Source: an optimization exercise on an open RTL-to-GDS flow (aim: a short achievable clock period and few clock cycles). Production flows keep margins and buffers that such runs may drop.
The RTL was checked by simulation tests, not by an equivalence proof against the original design.
No activity file was given, so power comes from the tool's default toggle rates.

==> flow/design.v <==
`timescale 1ns / 1ps
module CPU(
    input clk,rst,
    input [31:0]mem_rdata,
    output [7:0]mem_addr,
    output [31:0]mem_wdata,
    output mem_we
    );
    localparam CB  = 6;               
    localparam CN  = 1 << CB;
    localparam PFL = 48;              
    reg  [7:0]  maddr;                
    reg  [7:0]  maddr_n;              
    wire [7:0]  ma = ~maddr_n;
    reg         mwe;                  
    reg  [31:0] mwdata;
    reg         dcyc;                 
    reg         pfetch;               
    reg  [7:0]  fpc;                  
    reg  [7:0]  pf;                   
    reg         pf_rst;               
    assign mem_addr  = maddr;
    assign mem_we    = mwe;
    assign mem_wdata = mwdata;
    reg         vD;
    reg  [31:0] irD;
    reg  [31:1] rsD_oh, rtD_oh;       
    reg  [7:0]  pcD;
    reg         ptD;                  
    reg         hitD;
    reg  [1:0]  ctrD;
    reg         x_add, x_sub, x_and, x_or, x_xor, x_nor, x_slt;    
    reg         x_ld, x_beq, x_bne, x_wr;                          
    reg  [4:0]  x_dst;
    reg  [31:0] aX, bX;               
    reg  [7:0]  pcX, tgtX, pc1X;
    reg         ptX, hitX;
    reg  [1:0]  ctrX;
    reg         w_wr;
    reg  [4:0]  w_dst;
    reg  [31:0] resW;
    wire [32*32-1:0] rf_flat;
    assign rf_flat[31:0] = 32'd0;
    genvar g;
    generate
        for (g = 1; g < 32; g = g + 1) begin : R
            reg [31:0] r;
            always @(posedge clk or posedge rst)
                if (rst) r <= 32'd0;
                else if (w_wr && w_dst == g) r <= resW;
            assign rf_flat[g*32 +: 32] = r;
        end
    endgenerate
    reg         bh_v     [0:31];
    reg  [2:0]  bh_tag   [0:31];
    reg  [1:0]  bh_ctr   [0:31];
    reg         bh_lp    [0:31];
    reg         bh_lv    [0:31];
    reg  [3:0]  bh_ltrip [0:31];
    reg  [3:0]  bh_lcnt  [0:31];
    wire [4:0]  fidx    = fpc[4:0];
    wire        f_hit   = bh_v[fidx] && (bh_tag[fidx] == fpc[7:5]);
    wire [1:0]  f_ctr   = bh_ctr[fidx];
    wire        f_lexit = bh_lp[fidx] && bh_lv[fidx] && (bh_lcnt[fidx] == bh_ltrip[fidx]);
    wire [7:0]  f_seq   = fpc + 8'd1;
    function [11:0] predecode;
        input [31:0] w;
        input [7:0]  a;
        reg j, br, beq, bne, same, bk, st;
        reg [7:0] a1;
        begin
            j    = (w[31:26] == 6'h02);
            beq  = (w[31:26] == 6'h04);
            bne  = (w[31:26] == 6'h05);
            br   = beq | bne;
            same = (w[25:21] == w[20:16]);
            a1   = a + 8'd1;
            bk   = j ? (w[7:0] <= a) : w[15];
            st   = j | (beq & (bk | same)) | (bne & (bk | ~same));
            predecode = {j, br, st, bk, j ? w[7:0] : a1 + w[7:0]};
        end
    endfunction
    reg           ic_v   [0:CN-1];
    reg  [7-CB:0] ic_tag [0:CN-1];
    reg  [31:0]   ic_d   [0:CN-1];
    reg  [11:0]   ic_pd  [0:CN-1];
    function lookup;
        input [7:0] a;
        lookup = ic_v[a[CB-1:0]] && (ic_tag[a[CB-1:0]] == a[7:CB]);
    endfunction
    wire        c_hit  = lookup(fpc);
    wire [31:0] f_inst = pfetch ? mem_rdata : ic_d[fpc[CB-1:0]];
    wire [11:0] f_pd   = pfetch ? predecode(mem_rdata, fpc) : ic_pd[fpc[CB-1:0]];
    wire        f_j    = f_pd[11];
    wire        f_br   = f_pd[10];
    wire        f_st   = f_pd[9];
    wire        f_bk   = f_pd[8];
    wire [7:0]  f_tgt  = f_pd[7:0];
    wire        f_ptk  = f_j | (f_br & (f_hit ? (f_ctr[1] & ~f_lexit) : f_st));
    wire [7:0]  f_npc  = f_ptk ? f_tgt : f_seq;
    wire        h_seq  = lookup(f_seq);
    reg         sw_p;
    reg  [7:0]  sw_a;
    wire        sw_hit = sw_p & lookup(sw_a);
    wire [7:0]  pf_dist = pf - fpc;
    wire        pf_ok  = ~pf_rst & (pf_dist != 8'd0) & (pf_dist <= PFL);    
    wire        x_inv = x_sub | x_slt;
    wire        x_as  = x_add | x_sub;
    wire [31:0] sum;
    ks_add #(32, 6) u_add (.a(aX), .b(bX), .cin(x_inv), .s(sum));
    wire        b31   = bX[31] ^ x_inv;                  
    wire        lt    = (aX[31] != b31) ? aX[31] : sum[31];
    wire [31:0] logic_res =
          ({32{x_and}} & (aX & bX))
        | ({32{x_or }} & (aX | bX))
        | ({32{x_xor}} & (aX ^ bX))
        | ({32{x_nor}} & ~(aX | bX))
        | ({32{x_slt}} & {31'd0, lt});
    wire [31:0] alu_res = ({32{x_as}} & sum) | logic_res;
    wire [7:0]  logic8 =
          ({8{x_and}} & (aX[7:0] & bX[7:0]))
        | ({8{x_or }} & (aX[7:0] | bX[7:0]))
        | ({8{x_xor}} & (aX[7:0] ^ bX[7:0]))
        | ({8{x_nor}} & ~(aX[7:0] | bX[7:0]));
    wire [31:0] xres  = x_ld ? mem_rdata : alu_res;
    wire        eq    = (aX == bX);
    wire        x_br  = x_beq | x_bne;
    wire        taken = (x_beq & eq) | (x_bne & ~eq);
    wire        x_redir = x_br & (taken != ptX);
    wire [7:0]  x_rtgt  = taken ? tgtX : pc1X;
    wire [3:0]  x_lcnt  = bh_lcnt[pcX[4:0]];
    wire [5:0]  op = irD[31:26];
    wire [5:0]  fn = irD[5:0];
    wire [4:0]  rs = irD[25:21];
    wire [4:0]  rt = irD[20:16];
    wire [4:0]  rd = irD[15:11];
    wire [31:0] imm = {{16{irD[15]}}, irD[15:0]};
    wire d_r    = (op == 6'h00);
    wire d_add  = (d_r & (fn == 6'h20)) | (op == 6'h08);
    wire d_sub  = (d_r & (fn == 6'h22));
    wire d_and  = (d_r & (fn == 6'h24)) | (op == 6'h0c);
    wire d_or   = (d_r & (fn == 6'h25)) | (op == 6'h0d);
    wire d_xor  = (d_r & (fn == 6'h26)) | (op == 6'h0e);
    wire d_nor  = (d_r & (fn == 6'h27));
    wire d_slt  = (d_r & (fn == 6'h2a)) | (op == 6'h0a);
    wire d_ld   = (op == 6'h23);
    wire d_st   = (op == 6'h2b);
    wire d_beq  = (op == 6'h04);
    wire d_bne  = (op == 6'h05);
    wire d_j    = (op == 6'h02);
    wire d_immop = (op == 6'h08) | (op == 6'h0c) | (op == 6'h0d) | (op == 6'h0e) | (op == 6'h0a);
    wire d_ralu = d_add | d_sub | d_and | d_or | d_xor | d_nor | d_slt;
    wire d_rtype = d_r & d_ralu;
    wire [4:0] d_dst = d_rtype ? rd : rt;
    wire       d_wr  = (d_ralu | d_ld) & (d_dst != 5'd0);
    wire       d_mem = d_ld | d_st;
    wire       d_br  = d_beq | d_bne;
    wire [7:0] d_pc1  = pcD + 8'd1;
    wire [7:0] d_btgt = d_pc1 + irD[7:0];
    wire [7:0] d_tgt  = d_j ? irD[7:0] : d_btgt;
    wire fxa = x_wr & (x_dst == rs);
    wire fxb = x_wr & (x_dst == rt);
    wire fwa = w_wr & (w_dst == rs);
    wire fwb = w_wr & (w_dst == rt);
    reg  [31:0] rf_a, rf_b;
    integer q;
    always @(*) begin
        rf_a = 32'd0;
        rf_b = 32'd0;
        for (q = 1; q < 32; q = q + 1) begin
            rf_a = rf_a | ({32{rsD_oh[q]}} & rf_flat[q*32 +: 32]);
            rf_b = rf_b | ({32{rtD_oh[q]}} & rf_flat[q*32 +: 32]);
        end
    end
    wire [31:0] a_nx = fwa ? resW : rf_a;                
    wire [31:0] b_nx = fwb ? resW : rf_b;
    wire [31:0] valA = fxa ? xres : a_nx;
    wire [31:0] valB = fxb ? xres : b_nx;
    wire        d_inv = d_sub | d_slt;
    wire [31:0] b_sel = d_immop ? imm : valB;
    wire [31:0] zk    = {aX[30:0] | bX[30:0], x_inv};
    wire        xz_as = ~|(aX ^ bX ^ zk);                 
    wire        xz_lg = ~|logic_res;
    wire        wz    = ~|resW;
    wire        x_asl = x_as | x_and | x_or | x_xor | x_nor;
    wire        xz    = x_as ? xz_as : xz_lg;
    wire        d_same = (rs == rt);
    wire        zo_a  = (rt == 5'd0);                     
    wire        zo_b  = (rs == 5'd0);
    wire        o_x   = zo_a ? fxa : fxb;
    wire        o_w   = zo_a ? fwa : fwb;
    wire        d_res = d_same | ((zo_a | zo_b) & (o_x ? x_asl : o_w));
    wire        d_eq  = d_same | (o_x ? xz : wz);
    wire        d_tk  = d_beq ? d_eq : ~d_eq;
    wire d_wantt = d_j | (d_br & (d_res ? d_tk : ptD));
    wire d_redir = vD & (d_wantt != ptD);
    wire [7:0] d_rtgt = d_wantt ? d_tgt : d_pc1;
    wire        stall = vD & d_mem & (x_ld | x_slt) & fxa;
    wire [7:0]  imm8  = irD[7:0];
    wire [7:0]  ad_nx, ad_lg, ad_as;
    ks_add #(8, 4) u_anx (.a(a_nx[7:0]), .b(imm8), .cin(1'b0), .s(ad_nx));
    ks_add #(8, 4) u_alg (.a(logic8), .b(imm8), .cin(1'b0), .s(ad_lg));
    wire [7:0]  csa_s = aX[7:0] ^ bX[7:0] ^ imm8;
    wire [7:0]  csa_c = (aX[7:0] & bX[7:0]) | (aX[7:0] & imm8) | (bX[7:0] & imm8);
    ks_add #(8, 4) u_aas (.a(csa_s), .b({csa_c[6:0], x_inv}), .cin(1'b0), .s(ad_as));
    wire [7:0]  daddr = ~fxa ? ad_nx : x_as ? ad_as : ad_lg;
    wire fetch  = (pfetch | c_hit) & ~stall;               
    wire go_mem = vD & d_mem & ~stall & ~x_redir;         
    wire [7:0] nf = x_redir ? x_rtgt :
                    d_redir ? d_rtgt :
                    fetch   ? f_npc  : fpc;
    wire x_next = vD & ~stall & ~x_redir;                 
    wire nf_hit = (x_redir | d_redir) ? 1'b0 :
                  fetch ? (f_ptk ? f_bk : h_seq) : c_hit;
    wire do_pre = ~go_mem & nf_hit & pf_ok;               
    wire ic_we  = ~dcyc;                                  
    wire [31:0] ic_wd = mem_rdata;
    integer i;
    always @(posedge clk or posedge rst) begin
        if (rst) begin
            maddr  <= 8'd0;
            maddr_n <= 8'hff;
            mwe    <= 1'b0;
            dcyc   <= 1'b0;
            pfetch <= 1'b1;
            fpc    <= 8'd0;
            pf     <= 8'd0;
            pf_rst <= 1'b1;
            sw_p   <= 1'b0;
            vD     <= 1'b0;
            {x_add, x_sub, x_and, x_or, x_xor, x_nor, x_slt} <= 7'd0;
            {x_ld, x_beq, x_bne, x_wr} <= 4'd0;
            w_wr   <= 1'b0;
            for (i = 0; i < 32; i = i + 1) bh_v[i] <= 1'b0;
            for (i = 0; i < CN; i = i + 1) ic_v[i] <= 1'b0;
        end else begin
            fpc    <= nf;
            maddr  <= go_mem ? daddr : do_pre ? pf : nf;
            maddr_n <= ~(go_mem ? daddr : do_pre ? pf : nf);
            mwe    <= go_mem & d_st;
            dcyc   <= go_mem;
            pfetch <= ~go_mem & ~do_pre;
            pf_rst <= ~go_mem & ~nf_hit & ~pf_ok;
            if (pf_rst)
                pf <= f_seq;
            else if (do_pre)
                pf <= pf + 8'd1;
            sw_p <= mwe;
            if (sw_hit)
                ic_v[sw_a[CB-1:0]] <= 1'b0;
            if (ic_we)
                ic_v[ma[CB-1:0]] <= 1'b1;
            if (stall)
                vD <= 1'b1;
            else
                vD <= fetch & ~x_redir & ~d_redir;
            if (x_next) begin
                {x_add, x_sub, x_and, x_or, x_xor, x_nor, x_slt} <= {d_add, d_sub, d_and, d_or, d_xor, d_nor, d_slt};
                {x_ld, x_beq, x_bne, x_wr} <= {d_ld, d_beq, d_bne, d_wr};
            end else begin
                {x_add, x_sub, x_and, x_or, x_xor, x_nor, x_slt} <= 7'd0;
                {x_ld, x_beq, x_bne, x_wr} <= 4'd0;
            end
            w_wr <= x_wr;
            if (x_br)
                bh_v[pcX[4:0]] <= 1'b1;
        end
    end
    always @(posedge clk) begin
        sw_a <= ma;
        if (ic_we) begin
            ic_d[ma[CB-1:0]]   <= ic_wd;
            ic_pd[ma[CB-1:0]]  <= predecode(ic_wd, ma);
            ic_tag[ma[CB-1:0]] <= ma[7:CB];
        end
        if (fetch) begin
            irD  <= f_inst;
            for (i = 1; i < 32; i = i + 1) begin
                rsD_oh[i] <= (f_inst[25:21] == i);
                rtD_oh[i] <= (f_inst[20:16] == i);
            end
            pcD  <= fpc;
            ptD  <= f_ptk;
            hitD <= f_hit;
            ctrD <= f_ctr;
        end
        mwdata <= valB;
        x_dst <= d_dst;
        aX    <= valA;
        bX    <= b_sel ^ {32{d_inv}};
        pcX   <= pcD;
        tgtX  <= d_tgt;
        pc1X  <= d_pc1;
        ptX   <= d_wantt;
        hitX  <= hitD;
        ctrX  <= ctrD;
        w_dst <= x_dst;
        resW  <= xres;
        if (x_br) begin
            bh_tag[pcX[4:0]] <= pcX[7:5];
            bh_lp[pcX[4:0]]  <= (tgtX <= pcX);
            if (hitX)
                bh_ctr[pcX[4:0]] <= taken ? (ctrX == 2'd3 ? 2'd3 : ctrX + 2'd1)
                                          : (ctrX == 2'd0 ? 2'd0 : ctrX - 2'd1);
            else
                bh_ctr[pcX[4:0]] <= taken ? 2'd2 : 2'd1;
            if (taken) begin
                bh_lcnt[pcX[4:0]] <= ~hitX ? 4'd1 : (x_lcnt == 4'd15) ? 4'd15 : x_lcnt + 4'd1;
                if (~hitX) bh_lv[pcX[4:0]] <= 1'b0;
            end else begin
                bh_lcnt[pcX[4:0]]  <= 4'd0;
                bh_ltrip[pcX[4:0]] <= x_lcnt;
                bh_lv[pcX[4:0]]    <= hitX;
            end
        end
    end
endmodule
module ks_add #(parameter W = 32, parameter L = 6) (
    input  [W-1:0] a, b,
    input          cin,
    output [W-1:0] s
    );
    wire [W:0] g [0:L];
    wire [W:0] p [0:L];
    assign g[0] = {a & b, cin};
    assign p[0] = {a ^ b, 1'b0};
    genvar k, i;
    generate
        for (k = 0; k < L; k = k + 1) begin : lv
            for (i = 0; i <= W; i = i + 1) begin : bt
                if (i >= (1 << k)) begin : c
                    assign g[k+1][i] = g[k][i] | (p[k][i] & g[k][i - (1 << k)]);
                    assign p[k+1][i] = p[k][i] & p[k][i - (1 << k)];
                end else begin : n
                    assign g[k+1][i] = g[k][i];
                    assign p[k+1][i] = p[k][i];
                end
            end
        end
    endgenerate
    assign s = p[0][W:1] ^ g[L][W-1:0];
endmodule
==> flow/run.sh <==
#!/bin/bash
# synth_recipe.tcl (not shown) runs the flow's synth.tcl, then flattens the netlist and writes it again
# the make line also repeats each setting of config.mk as NAME=value (left out here)
make -C /OpenROAD-flow-scripts/flow DESIGN_CONFIG=/design/flow/config.mk WORK_HOME=/design/flow/orfs CLKGATE_MAP_FILE= SYNTH_SCRIPT=/design/flow/synth_recipe.tcl finish
==> flow/config.mk <==
export PLATFORM = sky130hd
export DESIGN_NAME = CPU
export DESIGN_NICKNAME = CPU
export VERILOG_FILES = /design/flow/design.v
export SDC_FILE = /design/flow/constraint.sdc
export NUM_CORES = 8
export LEC_CHECK = 0
export ABC_CLOCK_PERIOD_IN_PS = 3000
export CAP_MARGIN = 20
export CORE_MARGIN = 2
export CORE_UTILIZATION = 30
export SETUP_SLACK_MARGIN = 5
export SLEW_MARGIN = 20
export TNS_END_PERCENT = 100
==> flow/constraint.sdc <==
create_clock -name core_clock -period 9.0 [get_ports {clk}]
set_input_delay 1.8000 -clock core_clock [delete_from_list [all_inputs] [get_ports {clk}]]
set_output_delay 1.8000 -clock core_clock [all_outputs]
set_load 0.01 [all_outputs]
==> results.toml, run 1 <==
[detailed_routing]
drtPass1Iterations = 9
vias = 134320
wl_per_cell_um = 35.3
vias_per_cell = 5.98
drt_wl_total_mm = 793
post-route-drc-count = 0
antenna_left = 0
drtIter0Drc = 23291

[grt]
antenna_found_initial = 69
grt_max_degree = 148
grt_pass1_vias = 128908
grt_pass1_wl_mm = 1080
overflow = 0
grt_usage = 0.217

[cts]
h-tree-depth = 6
clk_pin_slew_worst_paths_ns = 0.06
root_buffer = "clkbuf_16"
cts_buffers = 526
ctsHoldBuffers = 0
cts_max_path_buffers = 4
cts_tree = "done"
cts_num_sinks = 4842
insertion_delay_ns = 1.11

[worst_setup_path]
worst_setup_path_end_kind = "flop"
worstPathMaxFanout = 20
critPathLaunchType = "flop"
critical_path_class = "flop to flop"
arrival_ns = 5.73
required_ns = 9.98

[sta]
hold_viol = 0
worst_slack_ns = 4.24
rsz0062_at_grt = "yes"
max_freq_ghz = 0.210
post-route-min-period_ns = 4.76
tightest_slew_ns = 1.21
relSlewSlack = 0.193
finalSetupViolCount = 0
whs_ns = 0.315
final.period_utilization = 0.528
fin_skew_ns = 0.119
drv_slew = 0

[synth]
synthSimpleGateAreaFrac = 0.0377
ys_top_cells_by_count = "3530 x edfxtp_1, 1128 x dfrtp_1, 1127 x mux4_2"
yosys_register_bits = 4842
synth.distinct_cells = 98
synthTopCellsByArea = "edfxtp_1 51%, dfrtp_1 14%, mux4_2 12%"
synth_compound_area_frac = 0.0732
yosys.area_share.adder = 0.0102
muxShareOfSynthArea = 0.187
synth_top_family_by_area = "multiplexers"
yosysSeqAreaShare = 0.662
syn_nets = 12418
yosys.area.top_type_share = 0.509
ys_async_sr_fraction = 0.235
synth_edf_count = 3530
avgSynthCellArea_um2 = 17.0
ys_warn_count = 5
yosysTopAreaCell = "edfxtp_1"
synth.most_common_cell = "edfxtp_1"
synthCells = 12223
netlist_area_um2 = 208000
synthXorXnorAreaFrac = 0.00752
synth_flop_cell = "edfxtp_1"

[placed_design]
post_dp_cell_area_um2 = 222000
routabilityCongestion = 0.928
dpl.hpwl_mm = 432
dp_worst_setup_slack_ns = 2.12
place_inst = 21145
portBuffers = 74

[final_layout]
final_nets = 12917
fill_cells = 64520
stdcell_count = 22446
fin_util = 0.355
drive_gt1_frac = 0.325
design_area_um2 = 246000
area_growth_pct = 18.1

[die]
io_pins = 75
fp.coreArea_um2 = 693000
die_y_um = 837
dieWidth_um = 837
dieArea_um2 = 701000
std_cell_rows = 306
start_util = 0.301

[power_and_ir_drop]
cellLeakagePower_nw = 86.7
ir_drop_v = 0.000252
power_density_nw_per_um2 = 324

[run_status]
status = "complete, no violations"

[hold_path]
hp-class = "flop to flop"

[run]
cap_violations = 0
layer usage:
layer	vias to the layer above	global-route usage	part of all wire
met2	10221	0.320	0.43
met5	-	0.000271	0.00036
met1	70590	0.290	0.38
met4	38	0.111	0.064
met3	2481	0.0655	0.13
li1	50990	-	-
stage by stage:
step | power [mW] | setup TNS [ns]
floorplan | 43.6 | -9628.23
CTS | 78.2 | 0
finish | 79.7 | 0
global route | 81.5 | 0
global placement | 53.3 | 0
detailed placement | 53.4 | 0
state kept, by name, summed over array words and instances (netlist names), 64 cells and up:
register  count
ic_d       2048
bh_lcnt     128
ic_tag      128
bh_ltrip    128
ic_v         64
bh_tag       96
R.r         992
bh_ctr       64
ic_pd       768
cell families after synthesis:
family                   Yosys count
XOR/XNOR                         179
flip-flops                      4842
adder cells (fa/ha/maj)          161
AND/OR/NAND/NOR                 1632
buffers and inverters           1099
multiplexers                    2296
AO/OA/AOI/OAI                   2014
worst max-delay path: stages (launching register included):
cell,delay [ns]
edfxtp_1,0.93
buf_4,0.39
buf_4,0.59
a22oi_1,0.20
nand3_1,0.14
nor3_2,0.07
a21oi_2,0.50
ha_1,0.39
a21oi_1,0.24
o21bai_1,0.10
a21oi_1,0.18
xnor2_1,0.13
nand2_1,0.07
o31ai_1,0.20
o22ai_1,0.21
a41o_1,0.25
final cells by class:
cell class,count,area (um^2),share of cell area
repair inverters,3,18.8,0.0000763
clock inverters,256,2830,0.0115
well taps,9240,11600,0.0470
repair buffers,872,9610,0.0391
multi-input cells,6288,68800,0.279
clock buffers,692,14300,0.0580
diodes,64,160,0.000651
flip-flops and latches,4842,138000,0.561
inverters,189,797,0.00324
cells in the final DEF (no fill, tap or decap), types with 64 or more instances in the layout:
cell type     n
ha_1        131
nor2_4       83
mux2_2     1013
clkbuf_16   546
mux4_2     1128
nor3_1      119
a221oi_1    359
nor2_1      306
edfxtp_1   3530
o21ai_0     239
dfxtp_1     159
mux2i_1     116
a22oi_1     301
nand4_1     177
clkinv_2     74
inv_1       170
xnor2_1      96
buf_6        70
a22o_1      358
a21oi_1     139
diode_2      64
nand2_1     374
a222oi_1     78
buf_4       568
clkinv_1     75
dfrtp_1    1112
nand3_1     157
xor2_1       72
clkbuf_1    125
final timing paths:
check / slack, ns / cells past startpoint / from / endpoint
max reg2reg: 4.24 / 15 / rsD_oh[1]$_DFFE_PP_ / maddr[7]$_DFF_PP0_
max: 4.24 / 15 / rsD_oh[1]$_DFFE_PP_ / maddr[7]$_DFF_PP0_
min in group asynchronous: 1.16 / 3 / rst / R[1].r[15]$_DFFE_PP0P_
min: 0.31 / 0 / x_dst[2]$_DFF_P_ / w_dst[2]$_DFF_P_
max in group asynchronous: 6.08 / 4 / rst / R[12].r[9]$_DFFE_PP0P_
min reg2reg: 0.31 / 0 / x_dst[2]$_DFF_P_ / w_dst[2]$_DFF_P_
report_power, final:
| group | internal, mW | switching, mW |
|---|---|---|
| clock network | 12.4 | 9.31 |
| logic | 11.4 | 18.1 |
| registers | 27.1 | 1.50 |
| total | 50.9 | 28.9 |
timing repair:
item	CTS	global route
buffers inserted	147	64
resized for setup	515	211
endpoints found under the setup margin	1142	499
gates cloned	59	16
endpoints found under the hold margin	0	0
pin swaps	71	84
Testbench counts, summed over its fixed seeds: cycles 82,359.
==> run 2: changes to the inputs <==
--- a/flow/design.v
+++ b/flow/design.v
@@ -19,2 +19,7 @@
     reg  [7:0]  fpc;                  
+    reg  [7:0]  fpc_t;                
+    reg  [7:0]  fpc_pn;               
+    reg  [7:0]  fpc_dn;               
+    wire [7:0]  fpc_p = ~fpc_pn;
+    wire [7:0]  fpc_d = ~fpc_dn;
     reg  [7:0]  pf;                   
@@ -60,4 +65,4 @@
     reg  [3:0]  bh_lcnt  [0:31];
-    wire [4:0]  fidx    = fpc[4:0];
-    wire        f_hit   = bh_v[fidx] && (bh_tag[fidx] == fpc[7:5]);
+    wire [4:0]  fidx    = fpc_p[4:0];
+    wire        f_hit   = bh_v[fidx] && (bh_tag[fidx] == fpc_p[7:5]);
     wire [1:0]  f_ctr   = bh_ctr[fidx];
@@ -90,5 +95,5 @@
     endfunction
-    wire        c_hit  = lookup(fpc);
-    wire [31:0] f_inst = pfetch ? mem_rdata : ic_d[fpc[CB-1:0]];
-    wire [11:0] f_pd   = pfetch ? predecode(mem_rdata, fpc) : ic_pd[fpc[CB-1:0]];
+    wire        c_hit  = lookup(fpc_t);
+    wire [31:0] f_inst = pfetch ? mem_rdata : ic_d[fpc_d[CB-1:0]];
+    wire [11:0] f_pd   = pfetch ? predecode(mem_rdata, fpc) : ic_pd[fpc_p[CB-1:0]];
     wire        f_j    = f_pd[11];
@@ -100,3 +105,14 @@
     wire [7:0]  f_npc  = f_ptk ? f_tgt : f_seq;
-    wire        h_seq  = lookup(f_seq);
+    wire [CB-1:0] nidx  = fpc[CB-1:0];
+    wire [7-CB:0] ntag  = (&nidx) ? fpc[7:CB] + 1'b1 : fpc[7:CB];
+    wire [CN-1:0]         v_rot;
+    wire [(8-CB)*CN-1:0]  t_rot;
+    genvar k;
+    generate
+        for (k = 0; k < CN; k = k + 1) begin : rot
+            assign v_rot[k] = ic_v[(k + 1) % CN];
+            assign t_rot[k*(8-CB) +: (8-CB)] = ic_tag[(k + 1) % CN];
+        end
+    endgenerate
+    wire        h_seq  = v_rot[nidx] && (t_rot[nidx*(8-CB) +: (8-CB)] == ntag);
     reg         sw_p;
@@ -226,2 +242,3 @@
             fpc    <= 8'd0;
+            fpc_dn <= 8'hff;
             pf     <= 8'd0;
@@ -237,2 +254,3 @@
             fpc    <= nf;
+            fpc_dn <= ~nf;
             maddr  <= go_mem ? daddr : do_pre ? pf : nf;
@@ -270,2 +288,4 @@
         sw_a <= ma;
+        fpc_t  <= nf;
+        fpc_pn <= ~nf;
         if (ic_we) begin
==> results.toml, run 2 <==
[worst_setup_path]
critPathLaunchType = "flop"
worst_setup_path_end_kind = "flop"
critical_path_class = "flop to flop"
worstPathMaxFanout = 18
arrival_ns = 5.42
required_ns = 9.91

[synth]
synthCells = 11972
yosysTopAreaCell = "edfxtp_1"
yosysSeqAreaShare = 0.668
ys_warn_count = 5
netlist_area_um2 = 207000
synthTopCellsByArea = "edfxtp_1 51%, dfrtp_1 14%, mux4_2 13%"
ys_top_cells_by_count = "3530 x edfxtp_1, 1171 x mux4_2, 1128 x dfrtp_1"
yosys_register_bits = 4864
synth_edf_count = 3530
synth.most_common_cell = "edfxtp_1"
yosys.area.top_type_share = 0.511
syn_nets = 12161
ys_async_sr_fraction = 0.235
avgSynthCellArea_um2 = 17.3
synth_flop_cell = "edfxtp_1"
synth.distinct_cells = 99

[power_and_ir_drop]
p_int_mw = 49.2
ir_drop_v = 0.000318
clockPowerShare = 0.263
cellLeakagePower_nw = 86.8
switchingPower_mw = 27.3
power_density_nw_per_um2 = 313
p_comb_frac = 0.363
pwr-share-seq = 0.374
switching_share = 0.357
power_mw = 76.4

[die]
start_util = 0.301
dieWidth_um = 835
fp.coreArea_um2 = 689000
io_pins = 75
die_y_um = 835
dieArea_um2 = 698000
std_cell_rows = 305

[placed_design]
place_inst = 20932
routabilityCongestion = 0.931
dpl.hpwl_mm = 431
portBuffers = 74

[grt]
grt_pass1_vias = 126663
grt_pass1_wl_mm = 1060
overflow = 0
antenna_found_initial = 48
grt_usage = 0.214
grt_max_degree = 149

[final_layout]
area_growth_pct = 17.6
final_cell_mix = "3530 x edfxtp_1, 1173 x mux4_2, 1117 x dfrtp_1"
stdcell_count = 22130
largest_reg_flops = 2048
mostFrequentLayoutCell = "edfxtp_1"
final_nets = 12673
drive_gt1_frac = 0.333

[detailed_routing]
wl_per_cell_um = 35.3
drt_wl_total_mm = 780
vias = 131609
vias_per_cell = 5.95
post-route-drc-count = 0
antenna_left = 0
drtPass1Iterations = 10
drtIter0Drc = 21728

[cts]
insertion_delay_ns = 1.12
root_buffer = "clkbuf_16"
h-tree-depth = 5
cts_num_sinks = 4864
cts_buffers = 472
clk_pin_slew_worst_paths_ns = 0.07
cts_tree = "done"
cts_max_path_buffers = 4

[sta]
hold_viol = 0
rsz0062_at_grt = "yes"
post-route-min-period_ns = 4.50
max_freq_ghz = 0.222
relSlewSlack = 0.195
final.period_utilization = 0.500
fin_skew_ns = 0.155
finalSetupViolCount = 0
drv_slew = 0
tightest_slew_ns = 1.21

[run]
cap_violations = 0

[hold_path]
hp-class = "flop to flop"

[run_status]
status = "complete, no violations"
==> run 2: path summary, 6_finish.rpt <==
| kind | startpoint | end | slack (ns) | cells after the start |
|---|---|---|---|---|
| setup / recovery | rsD_oh[17]$_DFFE_PP_ | maddr[7]$_DFF_PP0_ | 4.50 | 15 |
| hold / removal | ctrD[0]$_DFFE_PP_ | ctrX[0]$_DFF_P_ | 0.35 | 0 |
| setup reg to reg | rsD_oh[17]$_DFFE_PP_ | maddr[7]$_DFF_PP0_ | 4.50 | 15 |
| hold reg to reg | ctrD[0]$_DFFE_PP_ | ctrX[0]$_DFF_P_ | 0.35 | 0 |
| max in group asynchronous | rst | R[1].r[16]$_DFFE_PP0P_ | 5.78 | 4 |
| min in group asynchronous | rst | R[14].r[25]$_DFFE_PP0P_ | 1.45 | 3 |
==> run 2: cell type report <==
| type | instances | area [um^2] |
|---|---|---|
| diodes | 41 | 103 |
| well taps | 9210 | 11500 |
| repair inverters | 1 | 8.76 |
| clock inverters | 238 | 2410 |
| fillers | 64629 | 445000 |
| clock buffers | 631 | 12900 |
| multi-input cells | 6077 | 67800 |
| inverters | 186 | 726 |
| repair buffers | 882 | 9820 |
| flip-flops and latches | 4864 | 139000 |
==> run 2: critical path, stage by stage (launching register included) <==
cell and delay, ns:
edfxtp_1 0.32, buf_4 0.54, buf_4 0.56, a22o_1 0.20
a221oi_1 0.05, nand4_1 0.15, nor3_2 0.10, a21oi_1 0.66
ha_1 0.40, a21oi_1 0.22, o21bai_1 0.12, a21oi_1 0.18
xnor2_1 0.09, a21oi_2 0.36, xnor2_2 0.14, mux2_4 0.29
==> run 2: metal layers <==
metal	vias to the layer above	GRT usage	wire length, um	part of all wire
li1	49906	-	-	-
met1	69634	0.281	288000	0.37
met2	9598	0.325	345000	0.44
met3	2443	0.0643	99300	0.13
met4	28	0.103	47600	0.061
met5	-	0	225	0.00029
==> run 2: cells by family after synthesis <==
group | after synthesis | share of synthesized area
buffers and inverters | 1033 | 0.0196
adders and majority gates | 155 | 0.00986
xor gates and xnor gates | 193 | 0.00815
muxes | 2369 | 0.192
and+or+nand+nor | 1560 | 0.0364
AOI/OAI and AO/OA | 1798 | 0.0667
DFF | 4864 | 0.668
==> run 2: timing repair <==
action                                 in CTS  in global routing
pin swaps                                  76                 82
resized for setup                         482                217
setup endpoints to repair                1086                487
buffers inserted                          153                 66
cloned                                     55                 14
hold buffers                                0                  0
endpoints found under the hold margin       0                  0
==> run 2: power groups by stage <==
stage	Combinational (mW)	Clock [mW]	Sequential, mW
global placement	23.0	0	29.2
finish	27.7	20.1	28.6
detailed placement	23.2	0	29.3
global route	28.3	21.1	28.7
CTS	26.4	20.2	28.6
floorplan	14.3	0	28.4
==> run 2: stage by stage <==
stage	instance area (um^2)	util	hold WS [ns]	setup TNS [ns]	worst slack, ns
4_1_cts	242000	0.351	0.351	0	4.63
3_3_place_gp	221000	0.321	0.327	0	1.99
5_1_grt	244000	0.354	0.357	0	4.45
2_1_floorplan	207000	-	0.323	-9742.17	-8.58
6_report	244000	0.354	0.348	0	4.50
3_5_place_dp	221000	0.321	0.336	0	2.75
Testbench counts of run 2, summed over its fixed seeds: cycles 82,359.
==> run 3: changes to the inputs <==
--- a/flow/design.v
+++ b/flow/design.v
@@ -34,4 +34,2 @@
     reg         ptD;                  
-    reg         hitD;
-    reg  [1:0]  ctrD;
     reg         x_add, x_sub, x_and, x_or, x_xor, x_nor, x_slt;    
@@ -41,4 +39,3 @@
     reg  [7:0]  pcX, tgtX, pc1X;
-    reg         ptX, hitX;
-    reg  [1:0]  ctrX;
+    reg         ptX;
     reg         w_wr;
@@ -59,3 +56,3 @@
     reg         bh_v     [0:31];
-    reg  [2:0]  bh_tag   [0:31];
+    reg         bh_pt    [0:31];      
     reg  [1:0]  bh_ctr   [0:31];
@@ -66,5 +63,3 @@
     wire [4:0]  fidx    = fpc_p[4:0];
-    wire        f_hit   = bh_v[fidx] && (bh_tag[fidx] == fpc_p[7:5]);
-    wire [1:0]  f_ctr   = bh_ctr[fidx];
-    wire        f_lexit = bh_lp[fidx] && bh_lv[fidx] && (bh_lcnt[fidx] == bh_ltrip[fidx]);
+    wire        f_hit   = bh_v[fidx];
     wire [7:0]  f_seq   = fpc + 8'd1;
@@ -103,3 +98,3 @@
     wire [7:0]  f_tgt  = f_pd[7:0];
-    wire        f_ptk  = f_j | (f_br & (f_hit ? (f_ctr[1] & ~f_lexit) : f_st));
+    wire        f_ptk  = f_j | (f_br & (f_hit ? bh_pt[fidx] : f_st));
     wire [7:0]  f_npc  = f_ptk ? f_tgt : f_seq;
@@ -141,3 +136,5 @@
     wire [31:0] xres  = x_ld ? mem_rdata : alu_res;
-    wire        eq    = (aX == bX);
+    reg  [31:0] cAn, cBn;
+    wire [31:0] dX    = cAn ^ cBn;                        
+    wire        eq    = ~|dX;
     wire        x_br  = x_beq | x_bne;
@@ -146,3 +143,14 @@
     wire [7:0]  x_rtgt  = taken ? tgtX : pc1X;
-    wire [3:0]  x_lcnt  = bh_lcnt[pcX[4:0]];
+    wire [4:0]  xi      = pcX[4:0];
+    wire        xh_v    = bh_v[xi];
+    wire [1:0]  xh_ctr  = bh_ctr[xi];
+    wire [3:0]  xh_lcnt = bh_lcnt[xi];
+    wire [1:0]  nh_ctr  = ~xh_v ? (taken ? 2'd2 : 2'd1) :
+                          taken ? (xh_ctr == 2'd3 ? 2'd3 : xh_ctr + 2'd1)
+                                : (xh_ctr == 2'd0 ? 2'd0 : xh_ctr - 2'd1);
+    wire        nh_lp   = (tgtX <= pcX);
+    wire [3:0]  nh_lcnt = ~taken ? 4'd0 : ~xh_v ? 4'd1 : (xh_lcnt == 4'd15) ? 4'd15 : xh_lcnt + 4'd1;
+    wire [3:0]  nh_ltrip = taken ? bh_ltrip[xi] : xh_lcnt;
+    wire        nh_lv   = taken ? (xh_v & bh_lv[xi]) : xh_v;
+    wire        nh_pt   = nh_ctr[1] & ~(nh_lp & nh_lv & (nh_lcnt == nh_ltrip));
     wire [5:0]  op = irD[31:26];
@@ -196,8 +204,7 @@
     wire [31:0] b_sel = d_immop ? imm : valB;
-    wire [31:0] zk    = {aX[30:0] | bX[30:0], x_inv};
-    wire        xz_as = ~|(aX ^ bX ^ zk);                 
-    wire        xz_lg = ~|logic_res;
+    wire [31:0] zk    = {~(cAn[30:0] & cBn[30:0]), x_inv};    
+    wire        xz_as = ~|(dX ^ zk);                      
     wire        wz    = ~|resW;
-    wire        x_asl = x_as | x_and | x_or | x_xor | x_nor;
-    wire        xz    = x_as ? xz_as : xz_lg;
+    wire        x_asl = x_as;
+    wire        xz    = xz_as;
     wire        d_same = (rs == rt);
@@ -303,4 +310,2 @@
             ptD  <= f_ptk;
-            hitD <= f_hit;
-            ctrD <= f_ctr;
         end
@@ -310,2 +315,4 @@
         bX    <= b_sel ^ {32{d_inv}};
+        cAn   <= ~valA;
+        cBn   <= ~(b_sel ^ {32{d_inv}});
         pcX   <= pcD;
@@ -314,4 +321,2 @@
         ptX   <= d_wantt;
-        hitX  <= hitD;
-        ctrX  <= ctrD;
         w_dst <= x_dst;
@@ -319,17 +324,8 @@
         if (x_br) begin
-            bh_tag[pcX[4:0]] <= pcX[7:5];
-            bh_lp[pcX[4:0]]  <= (tgtX <= pcX);
-            if (hitX)
-                bh_ctr[pcX[4:0]] <= taken ? (ctrX == 2'd3 ? 2'd3 : ctrX + 2'd1)
-                                          : (ctrX == 2'd0 ? 2'd0 : ctrX - 2'd1);
-            else
-                bh_ctr[pcX[4:0]] <= taken ? 2'd2 : 2'd1;
-            if (taken) begin
-                bh_lcnt[pcX[4:0]] <= ~hitX ? 4'd1 : (x_lcnt == 4'd15) ? 4'd15 : x_lcnt + 4'd1;
-                if (~hitX) bh_lv[pcX[4:0]] <= 1'b0;
-            end else begin
-                bh_lcnt[pcX[4:0]]  <= 4'd0;
-                bh_ltrip[pcX[4:0]] <= x_lcnt;
-                bh_lv[pcX[4:0]]    <= hitX;
-            end
+            bh_ctr[xi]   <= nh_ctr;
+            bh_lp[xi]    <= nh_lp;
+            bh_lcnt[xi]  <= nh_lcnt;
+            bh_ltrip[xi] <= nh_ltrip;
+            bh_lv[xi]    <= nh_lv;
+            bh_pt[xi]    <= nh_pt;
         end
==> results.toml, run 3 <==
[run_status]
status = "complete, no violations"

[synth]
synth_edf_count = 3431
ys_async_sr_fraction = 0.237
yosys.area.top_type_share = 0.504
ys_top_cells_by_count = "3431 x edfxtp_1, 1128 x dfrtp_1, 1072 x mux2_2"
synthTopCellsByArea = "edfxtp_1 50%, dfrtp_1 14%, mux4_2 12%"
avgSynthCellArea_um2 = 17.2
yosysTopAreaCell = "edfxtp_1"
synth.most_common_cell = "edfxtp_1"
synthSimpleGateAreaFrac = 0.0338
syn_nets = 12091
yosys.area_share.adder = 0.0119
yosys_register_bits = 4824
yosysSeqAreaShare = 0.668
synthCells = 11871
synthXorXnorAreaFrac = 0.00843
synth_top_family_by_area = "multiplexers"
muxShareOfSynthArea = 0.187
synth_flop_cell = "edfxtp_1"
ys_warn_count = 5
netlist_area_um2 = 205000
synth.distinct_cells = 103
synth_compound_area_frac = 0.0706

[power_and_ir_drop]
ir_drop_v = 0.000272
pwr-share-seq = 0.389
cellLeakagePower_nw = 85.2
switching_share = 0.345
p_int_mw = 47.6
power_mw = 72.7
power_density_nw_per_um2 = 303
switchingPower_mw = 25.1
clockPowerShare = 0.273
p_comb_frac = 0.338

[worst_setup_path]
critPathSlowestCell = "or4b_4"
critical_path_class = "input port to flop"
worst_setup_path_end_kind = "flop"
worstPathMaxFanout = 6
cpPeakStageDelay_ns = 0.52
path_common_cell = "buf_12"
startpoint = "mem_rdata[31]"
critical_path_buf_inv_count = 7
critical_path.cell_chain = "buf_12 -> buf_12 -> or3_4 -> or4b_4 -> buf_12 -> clkinv_8 -> nor2_4 -> a31oi_4 -> o221ai_2 -> nor3b_4 -> buf_12 -> buf_12 -> nor2_4 -> buf_6 -> nor2_2 -> o21a_1 -> a221o_1 -> a211o_1"
critPathLaunchType = "input port"
cpLargestDelayFamily = "simple AND/OR/NAND/NOR gates"
reg2reg_from = "fpc_t[0]$_DFF_P_"
required_ns = 9.98
arrival_ns = 5.27

[final_layout]
drive_gt1_frac = 0.326
area_growth_pct = 17.3
fill_cells = 63729
multi_input_area_um2 = 66400
largest_reg_flops = 2048
final_cell_mix = "3431 x edfxtp_1, 1114 x dfrtp_1, 1070 x mux4_2"
final_nets = 12551
regArea_um2 = 137000
mostFrequentLayoutCell = "edfxtp_1"

[detailed_routing]
drtPass1Iterations = 13
post-route-drc-count = 0
vias = 129636
antenna_left = 0
drt_wl_total_mm = 763
drtIter0Drc = 21249
vias_per_cell = 5.94
wl_per_cell_um = 35.0

[grt]
grt_max_degree = 163
grt_pass1_wl_mm = 1030
overflow = 0
antenna_found_initial = 63
grt_usage = 0.211
grt_pass1_vias = 124139

[sta]
tightest_slew_ns = 1.26
relSlewSlack = 0.153
finalSetupViolCount = 0
post-route-min-period_ns = 4.30
hold_viol = 0
drv_slew = 0
max_freq_ghz = 0.233
fin_skew_ns = 0.149
rsz0062_at_grt = "yes"
final.period_utilization = 0.477
worst_slack_ns = 4.70

[placed_design]
portBuffers = 74
routabilityCongestion = 0.912
dp_worst_setup_slack_ns = 2.58
dpl.hpwl_mm = 420

[cts]
ctsHoldBuffers = 0
root_buffer = "clkbuf_16"
h-tree-depth = 5
insertion_delay_ns = 1.12
clk_pin_slew_worst_paths_ns = 0.07
cts_tree = "done"
cts_max_path_buffers = 4
cts_num_sinks = 4824
cts_buffers = 462

[die]
dieWidth_um = 830
std_cell_rows = 303
dieArea_um2 = 689000
die_y_um = 830
io_pins = 75
start_util = 0.301
fp.coreArea_um2 = 680000

[run]
cap_violations = 0

[hold_path]
hp-class = "flop to flop"
holdCritStartpoint = "x_dst[2]$_DFF_P_"
run 3: repair_timing:
item                                    4_1_cts  5_1_grt
gates cloned                                 46       16
endpoints found under the setup margin     1484      578
buffers inserted                            153       78
gates resized for setup                     414      232
pin swaps                                    83       61
run 3: path summary, 6_finish.rpt:
check / end / slack, ns / cells after the start
max: maddr[2]$_DFF_PP0_ / 4.70 / 18
min: w_dst[2]$_DFF_P_ / 0.40 / 0
max reg2reg: maddr[7]$_DFF_PP0_ / 4.74 / 14
min reg2reg: w_dst[2]$_DFF_P_ / 0.40 / 0
max in group asynchronous: R[24].r[16]$_DFFE_PP0P_ / 5.73 / 4
min in group asynchronous: R[1].r[6]$_DFFE_PP0P_ / 1.21 / 2
run 3: area by class of cell:
type | instances | share of cell area
timing repair inverter | 1 | 0.0000313
inverter | 209 | 0.00350
sequential | 4824 | 0.570
timing repair buffer | 828 | 0.0386
tap | 8997 | 0.0469
clock inverter | 225 | 0.0101
antenna | 95 | 0.000991
clock buffer | 625 | 0.0530
multi-input combinational | 6005 | 0.277
run 3: metal layers:
layer  GRT usage  wire length, um  vias up
met5           0              436        -
met4      0.0904            42100       42
met3      0.0653            95400     2359
met2       0.323           337000     9425
met1       0.279           288000    68397
li1            -                -    49413
run 3: through the flow:
step | util | instance area, um^2 | std cells | setup TNS [ns] | hold WS, ns
floorplan | - | 205000 | 11871 | -9742.17 | 0.357
global placement | 0.320 | 218000 | 20562 | 0 | 0.372
detailed placement | 0.321 | 218000 | 20571 | 0 | 0.383
CTS | 0.349 | 238000 | 21620 | 0 | 0.397
global route | 0.353 | 240000 | 21770 | 0 | 0.403
finish | 0.353 | 240000 | 21809 | 0 | 0.402
run 3: power by group through the flow:
stage / Sequential (mW) / Clock [mW] / Combinational [mW]
after detailed placement: 29.1 / 0 / 20.6
after global routing: 28.4 / 20.8 / 25.1
final: 28.3 / 19.8 / 24.6
after CTS: 28.2 / 20.0 / 23.1
after floorplan: 27.9 / 0 / 13.4
after global placement: 29.0 / 0 / 20.5
run 3: kinds of logic after synthesis:
logic type / Yosys count
flip-flops: 4824
multiplexers: 2329
AO/OA/AOI/OAI: 1898
AND/OR/NAND/NOR: 1391
buffers and inverters: 1046
XOR/XNOR: 197
adder cells (fa/ha/maj): 186
Testbench counts of run 3, summed over its fixed seeds: cycles 82,516.

separate check: timing with driven ports:
The results above use ideal ports. As a check the final layouts listed here were re-extracted and re-timed, cells and wires unchanged.
Step 1, drivers: a clkbuf_16 drives clk and a buf_2 each remaining input, both assumed.
Step 2 adds t to the input delays and takes it off the output delays; t is the mean of the earliest and latest rising clock arrival at the registers after step 1. Input paths then give back, and output paths get back, about the clock's delay inside the block.
Three values: ideal, step 1, step 2; two values: the first two.
run	t, ns	setup slack, ns	worst setup path after step 2
run 1	1.203	4.244 / 4.244 / 3.288	input to register
run 2	1.164	4.497 / 4.497 / 3.483	input to register
run 3	1.145	4.705 / 4.736 / 3.616	input to register
After both steps every run listed still meets setup and hold. The setup slack of run 3, which loses most, moves by +0.031 ns with the drivers and by -1.089 ns with both steps.
